This design comes from an exercise in tuning for small area and a short achievable clock period on the open sky130 flow, not from production work. No functional check of the RTL was part of this run. Power is estimated from default activity; no workload was simulated.

<file path="design/flow/design.v">
`timescale 1ns / 1ps
module g_inv    (input a, output y);                  assign y = ~a;                             endmodule
module g_buf    (input a, output y);                  assign y = a;                              endmodule
module g_nand2  (input a, b, output y);               assign y = ~(a & b);                       endmodule
module g_nor2   (input a, b, output y);               assign y = ~(a | b);                       endmodule
module g_and2   (input a, b, output y);               assign y = a & b;                          endmodule
module g_or2    (input a, b, output y);               assign y = a | b;                          endmodule
module g_nand2b (input an, b, output y);              assign y = ~(~an & b);                     endmodule
module g_a21oi  (input a1, a2, b1, output y);         assign y = ~((a1 & a2) | b1);              endmodule
module g_o21ai  (input a1, a2, b1, output y);         assign y = ~((a1 | a2) & b1);              endmodule
module g_a21o   (input a1, a2, b1, output y);         assign y = (a1 & a2) | b1;                 endmodule
module g_o21a   (input a1, a2, b1, output y);         assign y = (a1 | a2) & b1;                 endmodule
module g_o22ai  (input a1, a2, b1, b2, output y);     assign y = ~((a1 | a2) & (b1 | b2));       endmodule
module g_xor2   (input a, b, output y);               assign y = a ^ b;                          endmodule
module g_xnor2  (input a, b, output y);               assign y = ~(a ^ b);                       endmodule
module g_mux2i  (input a0, a1, s, output y);          assign y = ~(s ? a1 : a0);                 endmodule
module g_nand3  (input a, b, c, output y);            assign y = ~(a & b & c);                   endmodule
module g_a31oi  (input a1, a2, a3, b1, output y);     assign y = ~((a1 & a2 & a3) | b1);         endmodule
`timescale 1ns / 1ps
module Nbit_ALU(r1, r2, r3, ALUop);
parameter n = 32;
input  [n-1:0] r2, r3;
input  [2:0]   ALUop;
output [n-1:0] r1;
wire x01;
g_xor2 u_x01 (.a(ALUop[0]), .b(ALUop[1]), .y(x01));
wire op1n;
g_inv u_op1n (.a(ALUop[1]), .y(op1n));
wire t0n_d;
g_mux2i u_t0n_d (.a0(ALUop[0]), .a1(ALUop[1]), .s(ALUop[2]), .y(t0n_d));
wire t0n_0;
g_buf u_t0n_0 (.a(t0n_d), .y(t0n_0));
wire t0n_1;
g_buf u_t0n_1 (.a(t0n_d), .y(t0n_1));
wire t1n_d;
g_mux2i u_t1n_d (.a0(x01), .a1(op1n), .s(ALUop[2]), .y(t1n_d));
wire t1n_0;
g_buf u_t1n_0 (.a(t1n_d), .y(t1n_0));
wire t1n_1;
g_buf u_t1n_1 (.a(t1n_d), .y(t1n_1));
wire esn_d;
g_o21a u_esn_d (.a1(ALUop[1]), .a2(ALUop[0]), .b1(ALUop[2]), .y(esn_d));
wire esn_0;
g_buf u_esn_0 (.a(esn_d), .y(esn_0));
wire esn_1;
g_buf u_esn_1 (.a(esn_d), .y(esn_1));
wire ecn_d;
g_nand2b u_ecn_d (.an(ALUop[1]), .b(ALUop[2]), .y(ecn_d));
wire ecn_0;
g_buf u_ecn_0 (.a(ecn_d), .y(ecn_0));
wire ecn_1;
g_buf u_ecn_1 (.a(ecn_d), .y(ecn_1));
wire enn_d;
g_nand2b u_enn_d (.an(ALUop[2]), .b(ALUop[1]), .y(enn_d));
wire enn_0;
g_buf u_enn_0 (.a(enn_d), .y(enn_0));
wire enn_1;
g_buf u_enn_1 (.a(enn_d), .y(enn_1));
wire en_d;
g_inv u_en_d (.a(enn_0), .y(en_d));
wire en_0;
g_buf u_en_0 (.a(en_d), .y(en_0));
wire en_1;
g_buf u_en_1 (.a(en_d), .y(en_1));
wire op01n;
g_nand2 u_op01n (.a(ALUop[0]), .b(ALUop[1]), .y(op01n));
wire sub;
g_nor2 u_sub (.a(ALUop[2]), .b(op01n), .y(sub));
wire op12n;
g_nand2 u_op12n (.a(ALUop[1]), .b(ALUop[2]), .y(op12n));
wire slt;
g_nor2 u_slt (.a(ALUop[0]), .b(op12n), .y(slt));
wire bb0;
g_mux2i u_bb0 (.a0(t0n_0), .a1(t1n_0), .s(r3[0]), .y(bb0));
wire gn0;
g_nand2 u_gn0 (.a(r2[0]), .b(bb0), .y(gn0));
wire tn0;
g_nor2 u_tn0 (.a(r2[0]), .b(bb0), .y(tn0));
wire pn0;
g_nand2b u_pn0 (.an(tn0), .b(gn0), .y(pn0));
wire y0;
g_o22ai u_y0 (.a1(gn0), .a2(ecn_0), .b1(pn0), .b2(esn_0), .y(y0));
wire bb1;
g_mux2i u_bb1 (.a0(t0n_0), .a1(t1n_0), .s(r3[1]), .y(bb1));
wire gn1;
g_nand2 u_gn1 (.a(r2[1]), .b(bb1), .y(gn1));
wire tn1;
g_nor2 u_tn1 (.a(r2[1]), .b(bb1), .y(tn1));
wire pn1;
g_nand2b u_pn1 (.an(tn1), .b(gn1), .y(pn1));
wire y1;
g_o22ai u_y1 (.a1(gn1), .a2(ecn_0), .b1(pn1), .b2(esn_0), .y(y1));
wire bb2;
g_mux2i u_bb2 (.a0(t0n_0), .a1(t1n_0), .s(r3[2]), .y(bb2));
wire gn2;
g_nand2 u_gn2 (.a(r2[2]), .b(bb2), .y(gn2));
wire tn2;
g_nor2 u_tn2 (.a(r2[2]), .b(bb2), .y(tn2));
wire pn2;
g_nand2b u_pn2 (.an(tn2), .b(gn2), .y(pn2));
wire y2;
g_o22ai u_y2 (.a1(gn2), .a2(ecn_0), .b1(pn2), .b2(esn_0), .y(y2));
wire bb3;
g_mux2i u_bb3 (.a0(t0n_0), .a1(t1n_0), .s(r3[3]), .y(bb3));
wire gn3;
g_nand2 u_gn3 (.a(r2[3]), .b(bb3), .y(gn3));
wire tn3;
g_nor2 u_tn3 (.a(r2[3]), .b(bb3), .y(tn3));
wire pn3;
g_nand2b u_pn3 (.an(tn3), .b(gn3), .y(pn3));
wire y3;
g_o22ai u_y3 (.a1(gn3), .a2(ecn_0), .b1(pn3), .b2(esn_0), .y(y3));
wire bb4;
g_mux2i u_bb4 (.a0(t0n_0), .a1(t1n_0), .s(r3[4]), .y(bb4));
wire gn4;
g_nand2 u_gn4 (.a(r2[4]), .b(bb4), .y(gn4));
wire tn4;
g_nor2 u_tn4 (.a(r2[4]), .b(bb4), .y(tn4));
wire pn4;
g_nand2b u_pn4 (.an(tn4), .b(gn4), .y(pn4));
wire y4;
g_o22ai u_y4 (.a1(gn4), .a2(ecn_0), .b1(pn4), .b2(esn_0), .y(y4));
wire bb5;
g_mux2i u_bb5 (.a0(t0n_0), .a1(t1n_0), .s(r3[5]), .y(bb5));
wire gn5;
g_nand2 u_gn5 (.a(r2[5]), .b(bb5), .y(gn5));
wire tn5;
g_nor2 u_tn5 (.a(r2[5]), .b(bb5), .y(tn5));
wire pn5;
g_nand2b u_pn5 (.an(tn5), .b(gn5), .y(pn5));
wire y5;
g_o22ai u_y5 (.a1(gn5), .a2(ecn_0), .b1(pn5), .b2(esn_0), .y(y5));
wire bb6;
g_mux2i u_bb6 (.a0(t0n_0), .a1(t1n_0), .s(r3[6]), .y(bb6));
wire gn6;
g_nand2 u_gn6 (.a(r2[6]), .b(bb6), .y(gn6));
wire tn6;
g_nor2 u_tn6 (.a(r2[6]), .b(bb6), .y(tn6));
wire pn6;
g_nand2b u_pn6 (.an(tn6), .b(gn6), .y(pn6));
wire y6;
g_o22ai u_y6 (.a1(gn6), .a2(ecn_0), .b1(pn6), .b2(esn_0), .y(y6));
wire bb7;
g_mux2i u_bb7 (.a0(t0n_0), .a1(t1n_0), .s(r3[7]), .y(bb7));
wire gn7;
g_nand2 u_gn7 (.a(r2[7]), .b(bb7), .y(gn7));
wire tn7;
g_nor2 u_tn7 (.a(r2[7]), .b(bb7), .y(tn7));
wire pn7;
g_nand2b u_pn7 (.an(tn7), .b(gn7), .y(pn7));
wire y7;
g_o22ai u_y7 (.a1(gn7), .a2(ecn_0), .b1(pn7), .b2(esn_0), .y(y7));
wire bb8;
g_mux2i u_bb8 (.a0(t0n_0), .a1(t1n_0), .s(r3[8]), .y(bb8));
wire gn8;
g_nand2 u_gn8 (.a(r2[8]), .b(bb8), .y(gn8));
wire tn8;
g_nor2 u_tn8 (.a(r2[8]), .b(bb8), .y(tn8));
wire pn8;
g_nand2b u_pn8 (.an(tn8), .b(gn8), .y(pn8));
wire y8;
g_o22ai u_y8 (.a1(gn8), .a2(ecn_0), .b1(pn8), .b2(esn_0), .y(y8));
wire bb9;
g_mux2i u_bb9 (.a0(t0n_0), .a1(t1n_0), .s(r3[9]), .y(bb9));
wire gn9;
g_nand2 u_gn9 (.a(r2[9]), .b(bb9), .y(gn9));
wire tn9;
g_nor2 u_tn9 (.a(r2[9]), .b(bb9), .y(tn9));
wire pn9;
g_nand2b u_pn9 (.an(tn9), .b(gn9), .y(pn9));
wire y9;
g_o22ai u_y9 (.a1(gn9), .a2(ecn_0), .b1(pn9), .b2(esn_0), .y(y9));
wire bb10;
g_mux2i u_bb10 (.a0(t0n_0), .a1(t1n_0), .s(r3[10]), .y(bb10));
wire gn10;
g_nand2 u_gn10 (.a(r2[10]), .b(bb10), .y(gn10));
wire tn10;
g_nor2 u_tn10 (.a(r2[10]), .b(bb10), .y(tn10));
wire pn10;
g_nand2b u_pn10 (.an(tn10), .b(gn10), .y(pn10));
wire y10;
g_o22ai u_y10 (.a1(gn10), .a2(ecn_0), .b1(pn10), .b2(esn_0), .y(y10));
wire bb11;
g_mux2i u_bb11 (.a0(t0n_0), .a1(t1n_0), .s(r3[11]), .y(bb11));
wire gn11;
g_nand2 u_gn11 (.a(r2[11]), .b(bb11), .y(gn11));
wire tn11;
g_nor2 u_tn11 (.a(r2[11]), .b(bb11), .y(tn11));
wire pn11;
g_nand2b u_pn11 (.an(tn11), .b(gn11), .y(pn11));
wire y11;
g_o22ai u_y11 (.a1(gn11), .a2(ecn_0), .b1(pn11), .b2(esn_0), .y(y11));
wire bb12;
g_mux2i u_bb12 (.a0(t0n_0), .a1(t1n_0), .s(r3[12]), .y(bb12));
wire gn12;
g_nand2 u_gn12 (.a(r2[12]), .b(bb12), .y(gn12));
wire tn12;
g_nor2 u_tn12 (.a(r2[12]), .b(bb12), .y(tn12));
wire pn12;
g_nand2b u_pn12 (.an(tn12), .b(gn12), .y(pn12));
wire y12;
g_o22ai u_y12 (.a1(gn12), .a2(ecn_0), .b1(pn12), .b2(esn_0), .y(y12));
wire bb13;
g_mux2i u_bb13 (.a0(t0n_0), .a1(t1n_0), .s(r3[13]), .y(bb13));
wire gn13;
g_nand2 u_gn13 (.a(r2[13]), .b(bb13), .y(gn13));
wire tn13;
g_nor2 u_tn13 (.a(r2[13]), .b(bb13), .y(tn13));
wire pn13;
g_nand2b u_pn13 (.an(tn13), .b(gn13), .y(pn13));
wire y13;
g_o22ai u_y13 (.a1(gn13), .a2(ecn_0), .b1(pn13), .b2(esn_0), .y(y13));
wire bb14;
g_mux2i u_bb14 (.a0(t0n_0), .a1(t1n_0), .s(r3[14]), .y(bb14));
wire gn14;
g_nand2 u_gn14 (.a(r2[14]), .b(bb14), .y(gn14));
wire tn14;
g_nor2 u_tn14 (.a(r2[14]), .b(bb14), .y(tn14));
wire pn14;
g_nand2b u_pn14 (.an(tn14), .b(gn14), .y(pn14));
wire y14;
g_o22ai u_y14 (.a1(gn14), .a2(ecn_0), .b1(pn14), .b2(esn_0), .y(y14));
wire bb15;
g_mux2i u_bb15 (.a0(t0n_0), .a1(t1n_0), .s(r3[15]), .y(bb15));
wire gn15;
g_nand2 u_gn15 (.a(r2[15]), .b(bb15), .y(gn15));
wire tn15;
g_nor2 u_tn15 (.a(r2[15]), .b(bb15), .y(tn15));
wire pn15;
g_nand2b u_pn15 (.an(tn15), .b(gn15), .y(pn15));
wire y15;
g_o22ai u_y15 (.a1(gn15), .a2(ecn_0), .b1(pn15), .b2(esn_0), .y(y15));
wire bb16;
g_mux2i u_bb16 (.a0(t0n_1), .a1(t1n_1), .s(r3[16]), .y(bb16));
wire gn16;
g_nand2 u_gn16 (.a(r2[16]), .b(bb16), .y(gn16));
wire tn16;
g_nor2 u_tn16 (.a(r2[16]), .b(bb16), .y(tn16));
wire pn16;
g_nand2b u_pn16 (.an(tn16), .b(gn16), .y(pn16));
wire y16;
g_o22ai u_y16 (.a1(gn16), .a2(ecn_1), .b1(pn16), .b2(esn_1), .y(y16));
wire bb17;
g_mux2i u_bb17 (.a0(t0n_1), .a1(t1n_1), .s(r3[17]), .y(bb17));
wire gn17;
g_nand2 u_gn17 (.a(r2[17]), .b(bb17), .y(gn17));
wire tn17;
g_nor2 u_tn17 (.a(r2[17]), .b(bb17), .y(tn17));
wire pn17;
g_nand2b u_pn17 (.an(tn17), .b(gn17), .y(pn17));
wire y17;
g_o22ai u_y17 (.a1(gn17), .a2(ecn_1), .b1(pn17), .b2(esn_1), .y(y17));
wire bb18;
g_mux2i u_bb18 (.a0(t0n_1), .a1(t1n_1), .s(r3[18]), .y(bb18));
wire gn18;
g_nand2 u_gn18 (.a(r2[18]), .b(bb18), .y(gn18));
wire tn18;
g_nor2 u_tn18 (.a(r2[18]), .b(bb18), .y(tn18));
wire pn18;
g_nand2b u_pn18 (.an(tn18), .b(gn18), .y(pn18));
wire y18;
g_o22ai u_y18 (.a1(gn18), .a2(ecn_1), .b1(pn18), .b2(esn_1), .y(y18));
wire bb19;
g_mux2i u_bb19 (.a0(t0n_1), .a1(t1n_1), .s(r3[19]), .y(bb19));
wire gn19;
g_nand2 u_gn19 (.a(r2[19]), .b(bb19), .y(gn19));
wire tn19;
g_nor2 u_tn19 (.a(r2[19]), .b(bb19), .y(tn19));
wire pn19;
g_nand2b u_pn19 (.an(tn19), .b(gn19), .y(pn19));
wire y19;
g_o22ai u_y19 (.a1(gn19), .a2(ecn_1), .b1(pn19), .b2(esn_1), .y(y19));
wire bb20;
g_mux2i u_bb20 (.a0(t0n_1), .a1(t1n_1), .s(r3[20]), .y(bb20));
wire gn20;
g_nand2 u_gn20 (.a(r2[20]), .b(bb20), .y(gn20));
wire tn20;
g_nor2 u_tn20 (.a(r2[20]), .b(bb20), .y(tn20));
wire pn20;
g_nand2b u_pn20 (.an(tn20), .b(gn20), .y(pn20));
wire y20;
g_o22ai u_y20 (.a1(gn20), .a2(ecn_1), .b1(pn20), .b2(esn_1), .y(y20));
wire bb21;
g_mux2i u_bb21 (.a0(t0n_1), .a1(t1n_1), .s(r3[21]), .y(bb21));
wire gn21;
g_nand2 u_gn21 (.a(r2[21]), .b(bb21), .y(gn21));
wire tn21;
g_nor2 u_tn21 (.a(r2[21]), .b(bb21), .y(tn21));
wire pn21;
g_nand2b u_pn21 (.an(tn21), .b(gn21), .y(pn21));
wire y21;
g_o22ai u_y21 (.a1(gn21), .a2(ecn_1), .b1(pn21), .b2(esn_1), .y(y21));
wire bb22;
g_mux2i u_bb22 (.a0(t0n_1), .a1(t1n_1), .s(r3[22]), .y(bb22));
wire gn22;
g_nand2 u_gn22 (.a(r2[22]), .b(bb22), .y(gn22));
wire tn22;
g_nor2 u_tn22 (.a(r2[22]), .b(bb22), .y(tn22));
wire pn22;
g_nand2b u_pn22 (.an(tn22), .b(gn22), .y(pn22));
wire y22;
g_o22ai u_y22 (.a1(gn22), .a2(ecn_1), .b1(pn22), .b2(esn_1), .y(y22));
wire bb23;
g_mux2i u_bb23 (.a0(t0n_1), .a1(t1n_1), .s(r3[23]), .y(bb23));
wire gn23;
g_nand2 u_gn23 (.a(r2[23]), .b(bb23), .y(gn23));
wire tn23;
g_nor2 u_tn23 (.a(r2[23]), .b(bb23), .y(tn23));
wire pn23;
g_nand2b u_pn23 (.an(tn23), .b(gn23), .y(pn23));
wire y23;
g_o22ai u_y23 (.a1(gn23), .a2(ecn_1), .b1(pn23), .b2(esn_1), .y(y23));
wire bb24;
g_mux2i u_bb24 (.a0(t0n_1), .a1(t1n_1), .s(r3[24]), .y(bb24));
wire gn24;
g_nand2 u_gn24 (.a(r2[24]), .b(bb24), .y(gn24));
wire tn24;
g_nor2 u_tn24 (.a(r2[24]), .b(bb24), .y(tn24));
wire pn24;
g_nand2b u_pn24 (.an(tn24), .b(gn24), .y(pn24));
wire y24;
g_o22ai u_y24 (.a1(gn24), .a2(ecn_1), .b1(pn24), .b2(esn_1), .y(y24));
wire bb25;
g_mux2i u_bb25 (.a0(t0n_1), .a1(t1n_1), .s(r3[25]), .y(bb25));
wire gn25;
g_nand2 u_gn25 (.a(r2[25]), .b(bb25), .y(gn25));
wire tn25;
g_nor2 u_tn25 (.a(r2[25]), .b(bb25), .y(tn25));
wire pn25;
g_nand2b u_pn25 (.an(tn25), .b(gn25), .y(pn25));
wire y25;
g_o22ai u_y25 (.a1(gn25), .a2(ecn_1), .b1(pn25), .b2(esn_1), .y(y25));
wire bb26;
g_mux2i u_bb26 (.a0(t0n_1), .a1(t1n_1), .s(r3[26]), .y(bb26));
wire gn26;
g_nand2 u_gn26 (.a(r2[26]), .b(bb26), .y(gn26));
wire tn26;
g_nor2 u_tn26 (.a(r2[26]), .b(bb26), .y(tn26));
wire pn26;
g_nand2b u_pn26 (.an(tn26), .b(gn26), .y(pn26));
wire y26;
g_o22ai u_y26 (.a1(gn26), .a2(ecn_1), .b1(pn26), .b2(esn_1), .y(y26));
wire bb27;
g_mux2i u_bb27 (.a0(t0n_1), .a1(t1n_1), .s(r3[27]), .y(bb27));
wire gn27;
g_nand2 u_gn27 (.a(r2[27]), .b(bb27), .y(gn27));
wire tn27;
g_nor2 u_tn27 (.a(r2[27]), .b(bb27), .y(tn27));
wire pn27;
g_nand2b u_pn27 (.an(tn27), .b(gn27), .y(pn27));
wire y27;
g_o22ai u_y27 (.a1(gn27), .a2(ecn_1), .b1(pn27), .b2(esn_1), .y(y27));
wire bb28;
g_mux2i u_bb28 (.a0(t0n_1), .a1(t1n_1), .s(r3[28]), .y(bb28));
wire gn28;
g_nand2 u_gn28 (.a(r2[28]), .b(bb28), .y(gn28));
wire tn28;
g_nor2 u_tn28 (.a(r2[28]), .b(bb28), .y(tn28));
wire pn28;
g_nand2b u_pn28 (.an(tn28), .b(gn28), .y(pn28));
wire y28;
g_o22ai u_y28 (.a1(gn28), .a2(ecn_1), .b1(pn28), .b2(esn_1), .y(y28));
wire bb29;
g_mux2i u_bb29 (.a0(t0n_1), .a1(t1n_1), .s(r3[29]), .y(bb29));
wire gn29;
g_nand2 u_gn29 (.a(r2[29]), .b(bb29), .y(gn29));
wire tn29;
g_nor2 u_tn29 (.a(r2[29]), .b(bb29), .y(tn29));
wire pn29;
g_nand2b u_pn29 (.an(tn29), .b(gn29), .y(pn29));
wire y29;
g_o22ai u_y29 (.a1(gn29), .a2(ecn_1), .b1(pn29), .b2(esn_1), .y(y29));
wire bb30;
g_mux2i u_bb30 (.a0(t0n_1), .a1(t1n_1), .s(r3[30]), .y(bb30));
wire gn30;
g_nand2 u_gn30 (.a(r2[30]), .b(bb30), .y(gn30));
wire tn30;
g_nor2 u_tn30 (.a(r2[30]), .b(bb30), .y(tn30));
wire pn30;
g_nand2b u_pn30 (.an(tn30), .b(gn30), .y(pn30));
wire y30;
g_o22ai u_y30 (.a1(gn30), .a2(ecn_1), .b1(pn30), .b2(esn_1), .y(y30));
wire bb31;
g_mux2i u_bb31 (.a0(t0n_1), .a1(t1n_1), .s(r3[31]), .y(bb31));
wire gn31;
g_nand2 u_gn31 (.a(r2[31]), .b(bb31), .y(gn31));
wire tn31;
g_nor2 u_tn31 (.a(r2[31]), .b(bb31), .y(tn31));
wire pn31;
g_nand2b u_pn31 (.an(tn31), .b(gn31), .y(pn31));
wire y31;
g_o22ai u_y31 (.a1(gn31), .a2(ecn_1), .b1(pn31), .b2(esn_1), .y(y31));
wire G0n;
g_o21a u_G0n (.a1(tn0), .a2(t0n_0), .b1(gn0), .y(G0n));
wire G1_1;
g_o21ai u_G1_1 (.a1(tn1), .a2(G0n), .b1(gn1), .y(G1_1));
wire G1_3;
g_o21ai u_G1_3 (.a1(tn3), .a2(gn2), .b1(gn3), .y(G1_3));
wire T1_3;
g_nor2 u_T1_3 (.a(tn3), .b(tn2), .y(T1_3));
wire G1_5;
g_o21ai u_G1_5 (.a1(tn5), .a2(gn4), .b1(gn5), .y(G1_5));
wire T1_5;
g_nor2 u_T1_5 (.a(tn5), .b(tn4), .y(T1_5));
wire G1_7;
g_o21ai u_G1_7 (.a1(tn7), .a2(gn6), .b1(gn7), .y(G1_7));
wire T1_7;
g_nor2 u_T1_7 (.a(tn7), .b(tn6), .y(T1_7));
wire G1_9;
g_o21ai u_G1_9 (.a1(tn9), .a2(gn8), .b1(gn9), .y(G1_9));
wire T1_9;
g_nor2 u_T1_9 (.a(tn9), .b(tn8), .y(T1_9));
wire G1_11;
g_o21ai u_G1_11 (.a1(tn11), .a2(gn10), .b1(gn11), .y(G1_11));
wire T1_11;
g_nor2 u_T1_11 (.a(tn11), .b(tn10), .y(T1_11));
wire G1_13;
g_o21ai u_G1_13 (.a1(tn13), .a2(gn12), .b1(gn13), .y(G1_13));
wire T1_13;
g_nor2 u_T1_13 (.a(tn13), .b(tn12), .y(T1_13));
wire G1_15;
g_o21ai u_G1_15 (.a1(tn15), .a2(gn14), .b1(gn15), .y(G1_15));
wire T1_15;
g_nor2 u_T1_15 (.a(tn15), .b(tn14), .y(T1_15));
wire G1_17;
g_o21ai u_G1_17 (.a1(tn17), .a2(gn16), .b1(gn17), .y(G1_17));
wire T1_17;
g_nor2 u_T1_17 (.a(tn17), .b(tn16), .y(T1_17));
wire G1_19;
g_o21ai u_G1_19 (.a1(tn19), .a2(gn18), .b1(gn19), .y(G1_19));
wire T1_19;
g_nor2 u_T1_19 (.a(tn19), .b(tn18), .y(T1_19));
wire G1_21;
g_o21ai u_G1_21 (.a1(tn21), .a2(gn20), .b1(gn21), .y(G1_21));
wire T1_21;
g_nor2 u_T1_21 (.a(tn21), .b(tn20), .y(T1_21));
wire G1_23;
g_o21ai u_G1_23 (.a1(tn23), .a2(gn22), .b1(gn23), .y(G1_23));
wire T1_23;
g_nor2 u_T1_23 (.a(tn23), .b(tn22), .y(T1_23));
wire G1_25;
g_o21ai u_G1_25 (.a1(tn25), .a2(gn24), .b1(gn25), .y(G1_25));
wire T1_25;
g_nor2 u_T1_25 (.a(tn25), .b(tn24), .y(T1_25));
wire G1_27;
g_o21ai u_G1_27 (.a1(tn27), .a2(gn26), .b1(gn27), .y(G1_27));
wire T1_27;
g_nor2 u_T1_27 (.a(tn27), .b(tn26), .y(T1_27));
wire G1_29;
g_o21a u_G1_29 (.a1(tn29), .a2(gn28), .b1(gn29), .y(G1_29));
wire T1_29;
g_or2 u_T1_29 (.a(tn29), .b(tn28), .y(T1_29));
wire G2_3;
g_a21oi u_G2_3 (.a1(T1_3), .a2(G1_1), .b1(G1_3), .y(G2_3));
wire G2_7;
g_a21oi u_G2_7 (.a1(T1_7), .a2(G1_5), .b1(G1_7), .y(G2_7));
wire T2_7;
g_nand2 u_T2_7 (.a(T1_7), .b(T1_5), .y(T2_7));
wire G2_11;
g_a21oi u_G2_11 (.a1(T1_11), .a2(G1_9), .b1(G1_11), .y(G2_11));
wire T2_11;
g_nand2 u_T2_11 (.a(T1_11), .b(T1_9), .y(T2_11));
wire G2_15;
g_a21oi u_G2_15 (.a1(T1_15), .a2(G1_13), .b1(G1_15), .y(G2_15));
wire T2_15;
g_nand2 u_T2_15 (.a(T1_15), .b(T1_13), .y(T2_15));
wire G2_19;
g_a21oi u_G2_19 (.a1(T1_19), .a2(G1_17), .b1(G1_19), .y(G2_19));
wire T2_19;
g_nand2 u_T2_19 (.a(T1_19), .b(T1_17), .y(T2_19));
wire G2_23;
g_a21oi u_G2_23 (.a1(T1_23), .a2(G1_21), .b1(G1_23), .y(G2_23));
wire T2_23;
g_nand2 u_T2_23 (.a(T1_23), .b(T1_21), .y(T2_23));
wire G2_27;
g_a21o u_G2_27 (.a1(T1_27), .a2(G1_25), .b1(G1_27), .y(G2_27));
wire T2_27;
g_and2 u_T2_27 (.a(T1_27), .b(T1_25), .y(T2_27));
wire n_G2_3;
g_inv u_n_G2_3 (.a(G2_3), .y(n_G2_3));
wire G3_5;
g_a21o u_G3_5 (.a1(T1_5), .a2(n_G2_3), .b1(G1_5), .y(G3_5));
wire G3_7;
g_o21ai u_G3_7 (.a1(T2_7), .a2(G2_3), .b1(G2_7), .y(G3_7));
wire n_G2_11;
g_inv u_n_G2_11 (.a(G2_11), .y(n_G2_11));
wire G3_13;
g_a21o u_G3_13 (.a1(T1_13), .a2(n_G2_11), .b1(G1_13), .y(G3_13));
wire n_T2_11;
g_inv u_n_T2_11 (.a(T2_11), .y(n_T2_11));
wire T3_13;
g_and2 u_T3_13 (.a(T1_13), .b(n_T2_11), .y(T3_13));
wire G3_15;
g_o21ai u_G3_15 (.a1(T2_15), .a2(G2_11), .b1(G2_15), .y(G3_15));
wire T3_15;
g_nor2 u_T3_15 (.a(T2_15), .b(T2_11), .y(T3_15));
wire n_G2_19;
g_inv u_n_G2_19 (.a(G2_19), .y(n_G2_19));
wire G3_21;
g_a21oi u_G3_21 (.a1(T1_21), .a2(n_G2_19), .b1(G1_21), .y(G3_21));
wire n_T2_19;
g_inv u_n_T2_19 (.a(T2_19), .y(n_T2_19));
wire T3_21;
g_nand2 u_T3_21 (.a(T1_21), .b(n_T2_19), .y(T3_21));
wire G3_23;
g_o21ai u_G3_23 (.a1(T2_23), .a2(G2_19), .b1(G2_23), .y(G3_23));
wire T3_23;
g_nor2 u_T3_23 (.a(T2_23), .b(T2_19), .y(T3_23));
wire n_G1_29;
g_inv u_n_G1_29 (.a(G1_29), .y(n_G1_29));
wire n_T1_29;
g_inv u_n_T1_29 (.a(T1_29), .y(n_T1_29));
wire G3_29;
g_a21o u_G3_29 (.a1(n_T1_29), .a2(G2_27), .b1(n_G1_29), .y(G3_29));
wire T3_29;
g_and2 u_T3_29 (.a(n_T1_29), .b(T2_27), .y(T3_29));
wire G4_9;
g_a21o u_G4_9 (.a1(T1_9), .a2(G3_7), .b1(G1_9), .y(G4_9));
wire n_G3_7;
g_inv u_n_G3_7 (.a(G3_7), .y(n_G3_7));
wire G4_11;
g_o21ai u_G4_11 (.a1(T2_11), .a2(n_G3_7), .b1(G2_11), .y(G4_11));
wire G4_13;
g_a21o u_G4_13 (.a1(T3_13), .a2(G3_7), .b1(G3_13), .y(G4_13));
wire G4_15;
g_a21oi u_G4_15 (.a1(T3_15), .a2(G3_7), .b1(G3_15), .y(G4_15));
wire G4_25;
g_a21oi u_G4_25 (.a1(T1_25), .a2(G3_23), .b1(G1_25), .y(G4_25));
wire T4_25;
g_nand2 u_T4_25 (.a(T1_25), .b(T3_23), .y(T4_25));
wire G4_27;
g_a21oi u_G4_27 (.a1(T2_27), .a2(G3_23), .b1(G2_27), .y(G4_27));
wire T4_27;
g_nand2 u_T4_27 (.a(T2_27), .b(T3_23), .y(T4_27));
wire G4_29;
g_a21oi u_G4_29 (.a1(T3_29), .a2(G3_23), .b1(G3_29), .y(G4_29));
wire T4_29;
g_nand2 u_T4_29 (.a(T3_29), .b(T3_23), .y(T4_29));
wire n_G4_15;
g_inv u_n_G4_15 (.a(G4_15), .y(n_G4_15));
wire G5_17;
g_a21o u_G5_17 (.a1(T1_17), .a2(n_G4_15), .b1(G1_17), .y(G5_17));
wire G5_19;
g_o21ai u_G5_19 (.a1(T2_19), .a2(G4_15), .b1(G2_19), .y(G5_19));
wire G5_21;
g_o21ai u_G5_21 (.a1(T3_21), .a2(G4_15), .b1(G3_21), .y(G5_21));
wire G5_23;
g_a21o u_G5_23 (.a1(T3_23), .a2(n_G4_15), .b1(G3_23), .y(G5_23));
wire G5_25;
g_o21ai u_G5_25 (.a1(T4_25), .a2(G4_15), .b1(G4_25), .y(G5_25));
wire G5_27;
g_o21ai u_G5_27 (.a1(T4_27), .a2(G4_15), .b1(G4_27), .y(G5_27));
wire G5_29;
g_o21ai u_G5_29 (.a1(T4_29), .a2(G4_15), .b1(G4_29), .y(G5_29));
wire n_G1_1;
g_inv u_n_G1_1 (.a(G1_1), .y(n_G1_1));
wire G6_2;
g_o21ai u_G6_2 (.a1(tn2), .a2(n_G1_1), .b1(gn2), .y(G6_2));
wire G6_4;
g_o21ai u_G6_4 (.a1(tn4), .a2(G2_3), .b1(gn4), .y(G6_4));
wire n_G3_5;
g_inv u_n_G3_5 (.a(G3_5), .y(n_G3_5));
wire G6_6;
g_o21ai u_G6_6 (.a1(tn6), .a2(n_G3_5), .b1(gn6), .y(G6_6));
wire G6_8;
g_o21ai u_G6_8 (.a1(tn8), .a2(n_G3_7), .b1(gn8), .y(G6_8));
wire n_G4_9;
g_inv u_n_G4_9 (.a(G4_9), .y(n_G4_9));
wire G6_10;
g_o21ai u_G6_10 (.a1(tn10), .a2(n_G4_9), .b1(gn10), .y(G6_10));
wire n_G4_11;
g_inv u_n_G4_11 (.a(G4_11), .y(n_G4_11));
wire G6_12;
g_o21ai u_G6_12 (.a1(tn12), .a2(n_G4_11), .b1(gn12), .y(G6_12));
wire n_G4_13;
g_inv u_n_G4_13 (.a(G4_13), .y(n_G4_13));
wire G6_14;
g_o21ai u_G6_14 (.a1(tn14), .a2(n_G4_13), .b1(gn14), .y(G6_14));
wire G6_16;
g_o21ai u_G6_16 (.a1(tn16), .a2(G4_15), .b1(gn16), .y(G6_16));
wire n_G5_17;
g_inv u_n_G5_17 (.a(G5_17), .y(n_G5_17));
wire G6_18;
g_o21ai u_G6_18 (.a1(tn18), .a2(n_G5_17), .b1(gn18), .y(G6_18));
wire n_G5_19;
g_inv u_n_G5_19 (.a(G5_19), .y(n_G5_19));
wire G6_20;
g_o21ai u_G6_20 (.a1(tn20), .a2(n_G5_19), .b1(gn20), .y(G6_20));
wire n_G5_21;
g_inv u_n_G5_21 (.a(G5_21), .y(n_G5_21));
wire G6_22;
g_o21ai u_G6_22 (.a1(tn22), .a2(n_G5_21), .b1(gn22), .y(G6_22));
wire n_G5_23;
g_inv u_n_G5_23 (.a(G5_23), .y(n_G5_23));
wire G6_24;
g_o21ai u_G6_24 (.a1(tn24), .a2(n_G5_23), .b1(gn24), .y(G6_24));
wire n_G5_25;
g_inv u_n_G5_25 (.a(G5_25), .y(n_G5_25));
wire G6_26;
g_o21ai u_G6_26 (.a1(tn26), .a2(n_G5_25), .b1(gn26), .y(G6_26));
wire n_G5_27;
g_inv u_n_G5_27 (.a(G5_27), .y(n_G5_27));
wire G6_28;
g_o21ai u_G6_28 (.a1(tn28), .a2(n_G5_27), .b1(gn28), .y(G6_28));
wire n_G5_29;
g_inv u_n_G5_29 (.a(G5_29), .y(n_G5_29));
wire G6_30;
g_o21ai u_G6_30 (.a1(tn30), .a2(n_G5_29), .b1(gn30), .y(G6_30));
wire k1;
g_nor2 u_k1 (.a(G0n), .b(enn_0), .y(k1));
g_xor2 u_r1 (.a(y1), .b(k1), .y(r1[1]));
wire kn2;
g_nand2 u_kn2 (.a(G1_1), .b(en_0), .y(kn2));
g_xnor2 u_r2 (.a(y2), .b(kn2), .y(r1[2]));
wire kn3;
g_nand2 u_kn3 (.a(G6_2), .b(en_0), .y(kn3));
g_xnor2 u_r3 (.a(y3), .b(kn3), .y(r1[3]));
wire k4;
g_nor2 u_k4 (.a(G2_3), .b(enn_0), .y(k4));
g_xor2 u_r4 (.a(y4), .b(k4), .y(r1[4]));
wire kn5;
g_nand2 u_kn5 (.a(G6_4), .b(en_0), .y(kn5));
g_xnor2 u_r5 (.a(y5), .b(kn5), .y(r1[5]));
wire kn6;
g_nand2 u_kn6 (.a(G3_5), .b(en_0), .y(kn6));
g_xnor2 u_r6 (.a(y6), .b(kn6), .y(r1[6]));
wire kn7;
g_nand2 u_kn7 (.a(G6_6), .b(en_0), .y(kn7));
g_xnor2 u_r7 (.a(y7), .b(kn7), .y(r1[7]));
wire kn8;
g_nand2 u_kn8 (.a(G3_7), .b(en_0), .y(kn8));
g_xnor2 u_r8 (.a(y8), .b(kn8), .y(r1[8]));
wire kn9;
g_nand2 u_kn9 (.a(G6_8), .b(en_0), .y(kn9));
g_xnor2 u_r9 (.a(y9), .b(kn9), .y(r1[9]));
wire kn10;
g_nand2 u_kn10 (.a(G4_9), .b(en_0), .y(kn10));
g_xnor2 u_r10 (.a(y10), .b(kn10), .y(r1[10]));
wire kn11;
g_nand2 u_kn11 (.a(G6_10), .b(en_0), .y(kn11));
g_xnor2 u_r11 (.a(y11), .b(kn11), .y(r1[11]));
wire kn12;
g_nand2 u_kn12 (.a(G4_11), .b(en_0), .y(kn12));
g_xnor2 u_r12 (.a(y12), .b(kn12), .y(r1[12]));
wire kn13;
g_nand2 u_kn13 (.a(G6_12), .b(en_0), .y(kn13));
g_xnor2 u_r13 (.a(y13), .b(kn13), .y(r1[13]));
wire kn14;
g_nand2 u_kn14 (.a(G4_13), .b(en_0), .y(kn14));
g_xnor2 u_r14 (.a(y14), .b(kn14), .y(r1[14]));
wire kn15;
g_nand2 u_kn15 (.a(G6_14), .b(en_0), .y(kn15));
g_xnor2 u_r15 (.a(y15), .b(kn15), .y(r1[15]));
wire k16;
g_nor2 u_k16 (.a(G4_15), .b(enn_1), .y(k16));
g_xor2 u_r16 (.a(y16), .b(k16), .y(r1[16]));
wire kn17;
g_nand2 u_kn17 (.a(G6_16), .b(en_1), .y(kn17));
g_xnor2 u_r17 (.a(y17), .b(kn17), .y(r1[17]));
wire kn18;
g_nand2 u_kn18 (.a(G5_17), .b(en_1), .y(kn18));
g_xnor2 u_r18 (.a(y18), .b(kn18), .y(r1[18]));
wire kn19;
g_nand2 u_kn19 (.a(G6_18), .b(en_1), .y(kn19));
g_xnor2 u_r19 (.a(y19), .b(kn19), .y(r1[19]));
wire kn20;
g_nand2 u_kn20 (.a(G5_19), .b(en_1), .y(kn20));
g_xnor2 u_r20 (.a(y20), .b(kn20), .y(r1[20]));
wire kn21;
g_nand2 u_kn21 (.a(G6_20), .b(en_1), .y(kn21));
g_xnor2 u_r21 (.a(y21), .b(kn21), .y(r1[21]));
wire kn22;
g_nand2 u_kn22 (.a(G5_21), .b(en_1), .y(kn22));
g_xnor2 u_r22 (.a(y22), .b(kn22), .y(r1[22]));
wire kn23;
g_nand2 u_kn23 (.a(G6_22), .b(en_1), .y(kn23));
g_xnor2 u_r23 (.a(y23), .b(kn23), .y(r1[23]));
wire kn24;
g_nand2 u_kn24 (.a(G5_23), .b(en_1), .y(kn24));
g_xnor2 u_r24 (.a(y24), .b(kn24), .y(r1[24]));
wire kn25;
g_nand2 u_kn25 (.a(G6_24), .b(en_1), .y(kn25));
g_xnor2 u_r25 (.a(y25), .b(kn25), .y(r1[25]));
wire kn26;
g_nand2 u_kn26 (.a(G5_25), .b(en_1), .y(kn26));
g_xnor2 u_r26 (.a(y26), .b(kn26), .y(r1[26]));
wire kn27;
g_nand2 u_kn27 (.a(G6_26), .b(en_1), .y(kn27));
g_xnor2 u_r27 (.a(y27), .b(kn27), .y(r1[27]));
wire kn28;
g_nand2 u_kn28 (.a(G5_27), .b(en_1), .y(kn28));
g_xnor2 u_r28 (.a(y28), .b(kn28), .y(r1[28]));
wire kn29;
g_nand2 u_kn29 (.a(G6_28), .b(en_1), .y(kn29));
g_xnor2 u_r29 (.a(y29), .b(kn29), .y(r1[29]));
wire kn30;
g_nand2 u_kn30 (.a(G5_29), .b(en_1), .y(kn30));
g_xnor2 u_r30 (.a(y30), .b(kn30), .y(r1[30]));
wire kn31;
g_nand2 u_kn31 (.a(G6_30), .b(en_1), .y(kn31));
g_xnor2 u_r31 (.a(y31), .b(kn31), .y(r1[31]));
wire x31n;
g_xor2 u_x31n (.a(pn31), .b(G6_30), .y(x31n));
wire z0n;
g_xnor2 u_z0n (.a(y0), .b(sub), .y(z0n));
g_mux2i u_r0 (.a0(z0n), .a1(x31n), .s(slt), .y(r1[0]));
endmodule
`timescale 1ns / 1ps
module dff(q, d, clk);
input		d, clk;       
output reg	q;            
always @(posedge clk)
q<=d;
endmodule
`timescale 1ns / 1ps
module Nbit_Register(outo, ino, clk);
parameter n = 32;
input [n-1:0] ino;
output [n-1:0] outo;
input clk;
genvar i;
generate
for (i = 0; i < n; i = i + 1) begin: registerblk
dff Dflipflop(.q(outo[i]) , .d(ino[i]), .clk(clk) );
end
endgenerate
endmodule
`timescale 1ns / 1ps
module Nbit_ALU_Register (r2, r3, ALUop, r0, clk);
parameter n = 32;
input[n-1:0] r2, r3;
input[2:0] ALUop;
input clk;
output [n-1:0] r0;
wire[n-1:0] r1;
Nbit_ALU #(n) alu1 (.r1(r1), .r2(r2), .r3(r3), .ALUop(ALUop) );
Nbit_Register #(n) reg1 (.outo(r0), .ino(r1), .clk(clk) );
endmodule
</file>
<file path="design/flow/flow/run.sh">
#!/bin/bash
# Standard ORFS layout; the only change is the cell used to buffer the ports
# (a plain buf_1 instead of the delay buffer buffer_ports picks by default).
set -euo pipefail
export BUFFER_PORTS_ARGS="-buffer_cell sky130_fd_sc_hd__buf_1"
bash standard.sh > standard.log 2>&1
</file>
<file path="design/flow/standard.sh">
#!/bin/bash
# synth_recipe.tcl (not shown) runs the flow's synth.tcl, then flattens the netlist and writes it again
# the make line also repeats each setting of config.mk as NAME=value (left out here)
make -C /OpenROAD-flow-scripts/flow DESIGN_CONFIG=/design/flow/config.mk WORK_HOME=/design/flow/orfs CLKGATE_MAP_FILE= SYNTH_SCRIPT=/design/flow/synth_recipe.tcl "${@:-finish}"
</file>
<file path="design/flow/config.mk">
export PLATFORM = sky130hd
export DESIGN_NAME = Nbit_ALU_Register
export DESIGN_NICKNAME = Nbit_ALU_Register
export VERILOG_FILES = /design/flow/design.v
export SDC_FILE = /design/flow/constraint.sdc
export NUM_CORES = 4
export LEC_CHECK = 0
export CAP_MARGIN = 20
export CORE_MARGIN = 2
export CORE_UTILIZATION = 40
export SLEW_MARGIN = 20
export SYNTH_HIERARCHICAL = 1
export SYNTH_MINIMUM_KEEP_SIZE = 0
</file>
<file path="design/flow/constraint.sdc">
create_clock -name core_clock -period 15.5 [get_ports {clk}]
set_input_delay 3.1000 -clock core_clock [delete_from_list [all_inputs] [get_ports {clk}]]
set_output_delay 3.1000 -clock core_clock [all_outputs]
set_load 0.01 [all_outputs]
</file>
==> results by group <==
Place
  – Area post-placement: 0.003156 sq mm
  – GP Congestion: 0.7866
  – Post-DP HPWL: 4.990 mm
  – Cell count after placement: 558
  – Port-buffer cells: 99
  – Setup WS pre-CTS: 8.918 ns

CTS
  – H-tree levels: 2
  – Clock slew at reported path FFs: 0.07 ns
  – Root buffer cell: clkbuf_8
  – Hold Buf Count CTS: 0
  – # Post-CTS Setup Buffers: 0
  – CTS buffer count: 5
  – # resized after CTS: 0
  – CTS tree: done
  – # clock sinks: 32
  – Clock buffer depth: 2

Routing
  – Via count: 2,809
  – Detailed Route Iter0 Violations: 109
  – # DRC: 0
  – Routed len/inst: 12.19 um
  – WL final: 6.901 mm
  – DRT Pass-1 Iters: 5
  – Final ANT Viol Nets: 0
  – Via/cell ratio: 4.963

Floorplan
  – Die Ht: 86.67 um
  – Starting Density: 40.69%
  – Placeable Area: 0.006719 sq mm
  – Die ar.: 0.007512 sq mm
  – Die X: 86.67 um
  – Io pins: 100
  – Std-Cell Rows: 30

STA
  – Min Hold Slack: 3.233 ns
  – Relative slew slack: 31.56%
  – Final Cycle Share: 40.30%
  – Peak Freq: 160.1 MHz
  – Worst setup margin: 9.253 ns
  – Slew Viols, Final: 0
  – Setup TNS: 0 ns
  – Crit path time final: 6.247 ns
  – Unrepaired setup endpoints after global routing: no
  – Hold Vio Cnt, Final: 0
  – Worst-Margin Slew: 1.005 ns
  – Final setup violating endpoints: 0

Finish
  – Layout Cells excl Fill: 566
  – Area delta synth->final: 18.81%
  – Fin area: 0.003248 sq mm
  – Final net count: 553
  – Largest Register: reg1.registerblk.Dflipflop.q
  – Max reg flops: 32
  – Top flop regs: reg1.registerblk.Dflipflop.q (32)
  – N_diodes: 0
  – Final Util: 48.34%
  – Fraction of layout cells with a size suffix above 1: 4.733%
  – # fillers: 715

Power and ir drop
  – Power density over the cells: 96.20 mW/mm^2
  – Tot Pwr: 312.5 uW
  – Leakage power: 1.418 nW
  – VDD IR max: 45.00 uV

Global routing
  – First-pass GRT wire length: 11.21 mm
  – Largest net degree at the start of global routing: 34
  – Vias in the first global route: 2,588
  – Aggregate global-route resource usage: 18.60%
  – Initial antenna violation count: 0
  – Total global routing overflow: 0

Synth
  – Post-synthesis register bit count: 32
  – Syn nets: 457
  – Register area share after synthesis: 23.43%
  – Syn Area/Cell: 7.028 sq um
  – Area leader, netlist: dfxtp_1
  – Area contributors post-synth: dfxtp_1 23%, mux2i_1 13%, nand2_1 9.7%
  – Synth cell types: 16
  – Number of flops mapped to enable cells by yosys: 0
  – Mapped Cells: 389
  – Asr flop ratio synth: 0%
  – Cell Area, Synth: 0.002734 sq mm
  – Most frequent cell after synthesis: nand2_1
  – Synth top area share: 23.43%
  – Yosys warns: 7
  – Main synth FF type: dfxtp_1
  – Post-synth top cells: 71 x nand2_1, 52 x nor2_1, 38 x o21ai_1

Hold path
  – Worst hold path class: input pin to register

Setup path
  – WP data required: 15.72 ns
  – Worst stage delay on the critical path: 0.92 ns
  – CP endpoint kind: register
  – CP Cell Sequence: buf_1 > mux2i_4 > mux2i_1 > nor2_1 > o21a_1 > o21ai_1 > a21oi_2 > o21ai_1 > a21oi_2 > o21ai_1 > inv_1 > o21ai_1 > xor2_1 > mux2i_1
  – Worst setup SP type: input pin
  – Crit-path leading delay family: compound AO/OA/AOI/OAI gates
  – Cell mode on critical path: o21ai_1
  – Worst-path maximum fanout: 33
  – Crit path arrival time: 6.47 ns
  – Slowest CP cell: mux2i_4
  – WP buf/inv: 2
  – WS Path Type: input pin to register

Outcome
  – Status: complete, no violations

Flow run
  – Max Cap Viol: 0
per-layer routing:
| layer | track usage [%] | routed length [um] | vias to the layer above |
|---|---|---|---|
| li1 | - | - | 1503 |
| met1 | 24.03 | 3342 | 1239 |
| met2 | 31.75 | 3185 | 61 |
| met3 | 3.143 | 293 | 6 |
| met4 | 5.398 | 80 | 0 |
| met5 | 0 | 0 | - |
modules after synthesis, one instance, submodules excluded, excerpt:
module | flip-flops and latches | times used | area (sq um)
g_a21o | 0 | 8 | 7.507
g_a21oi | 0 | 11 | 8.758
g_buf | 0 | 12 | 7.507
g_inv | 0 | 23 | 3.754
g_nor2 | 0 | 52 | 3.754
g_o21a | 0 | 3 | 7.507
g_or2 | 0 | 1 | 6.256
g_xnor2 | 0 | 29 | 8.758
power by group:
part           total (mW)  switching, mW  leakage [nW]  internal [mW]
logic               0.137         0.0823          1.10         0.0552
clock network      0.0699         0.0344        0.0510         0.0355
registers           0.105        0.00466         0.270          0.100
area by class of cell:
class | count | area, sq um | area share [%]
sequential | 32 | 640.6 | 19.72
tap | 80 | 100.1 | 3.082
clock inverter | 2 | 10.01 | 0.3082
inverter | 23 | 86.33 | 2.658
multi-input combinational | 322 | 1942 | 59.78
clock buffer | 6 | 82.58 | 2.542
timing repair buffer | 101 | 386.6 | 11.90
worst min-delay path, cell delays in order:
cell     delay [ns]
buf_1          0.09
nand2_1        0.09
o22ai_1        0.09
xnor2_1        0.12
cells by family after synthesis:
| kind of cell | after synthesis | share of synthesized area (%) |
|---|---|---|
| and+or+nand+nor | 161 | 25.58 |
| AOI/OAI and AO/OA | 92 | 20.82 |
| muxes | 35 | 12.81 |
| buffers and inverters | 35 | 6.453 |
| xor gates and xnor gates | 34 | 10.89 |
| DFF | 32 | 23.43 |
path summary, 6_finish.rpt:
check	endpoint	slack (ns)	depth (start not counted)	from
worst min-delay path	reg1.registerblk[31].Dflipflop.q$_DFF_P_	3.23	4	r2[31]
worst max-delay path	reg1.registerblk[0].Dflipflop.q$_DFF_P_	9.25	14	ALUop[2]
placed cells by master (no fill, tap or decap):
cell type	count
nor2_1	52
mux2i_4	2
nand2_1	71
nand2b_1	34
clkbuf_8	6
inv_1	23
clkinv_2	2
o22ai_1	32
buf_1	99
or2_1	1
xor2_1	5
a21oi_2	11
mux2i_1	33
buf_4	2
xnor2_1	29
and2_1	3
o21ai_1	38
a21o_1	8
dfxtp_1	32
o21a_1	3

-- afterwards: timing with drivers on the ports --
The flow's constraints put no driver on any port. The routed layout listed below was extracted and timed again, unchanged, in two steps.
Step 1: set_driving_cell puts a clkbuf_16 on clk and a buf_2 on each other input, an assumption about the parent block.
Step 2 moves the port delays by t, midway between the first and last clock arrival at a register: inputs arrive t later, outputs are due t later. That takes back most of the time a late clock gives input paths.
Three values: ideal ports, drivers, drivers and shift; two values: the first two.
shift t [ns]: 0.320
setup slack, ns: 9.253 / 9.259 / 8.939
hold WS [ns]: 3.233 / 3.222 / 3.507
clock arrival spread, ns: 0.006 / 0.006
After both steps this run still meets setup and hold. The setup slack of this run moves by +0.006 ns with the drivers and by -0.314 ns with both steps.
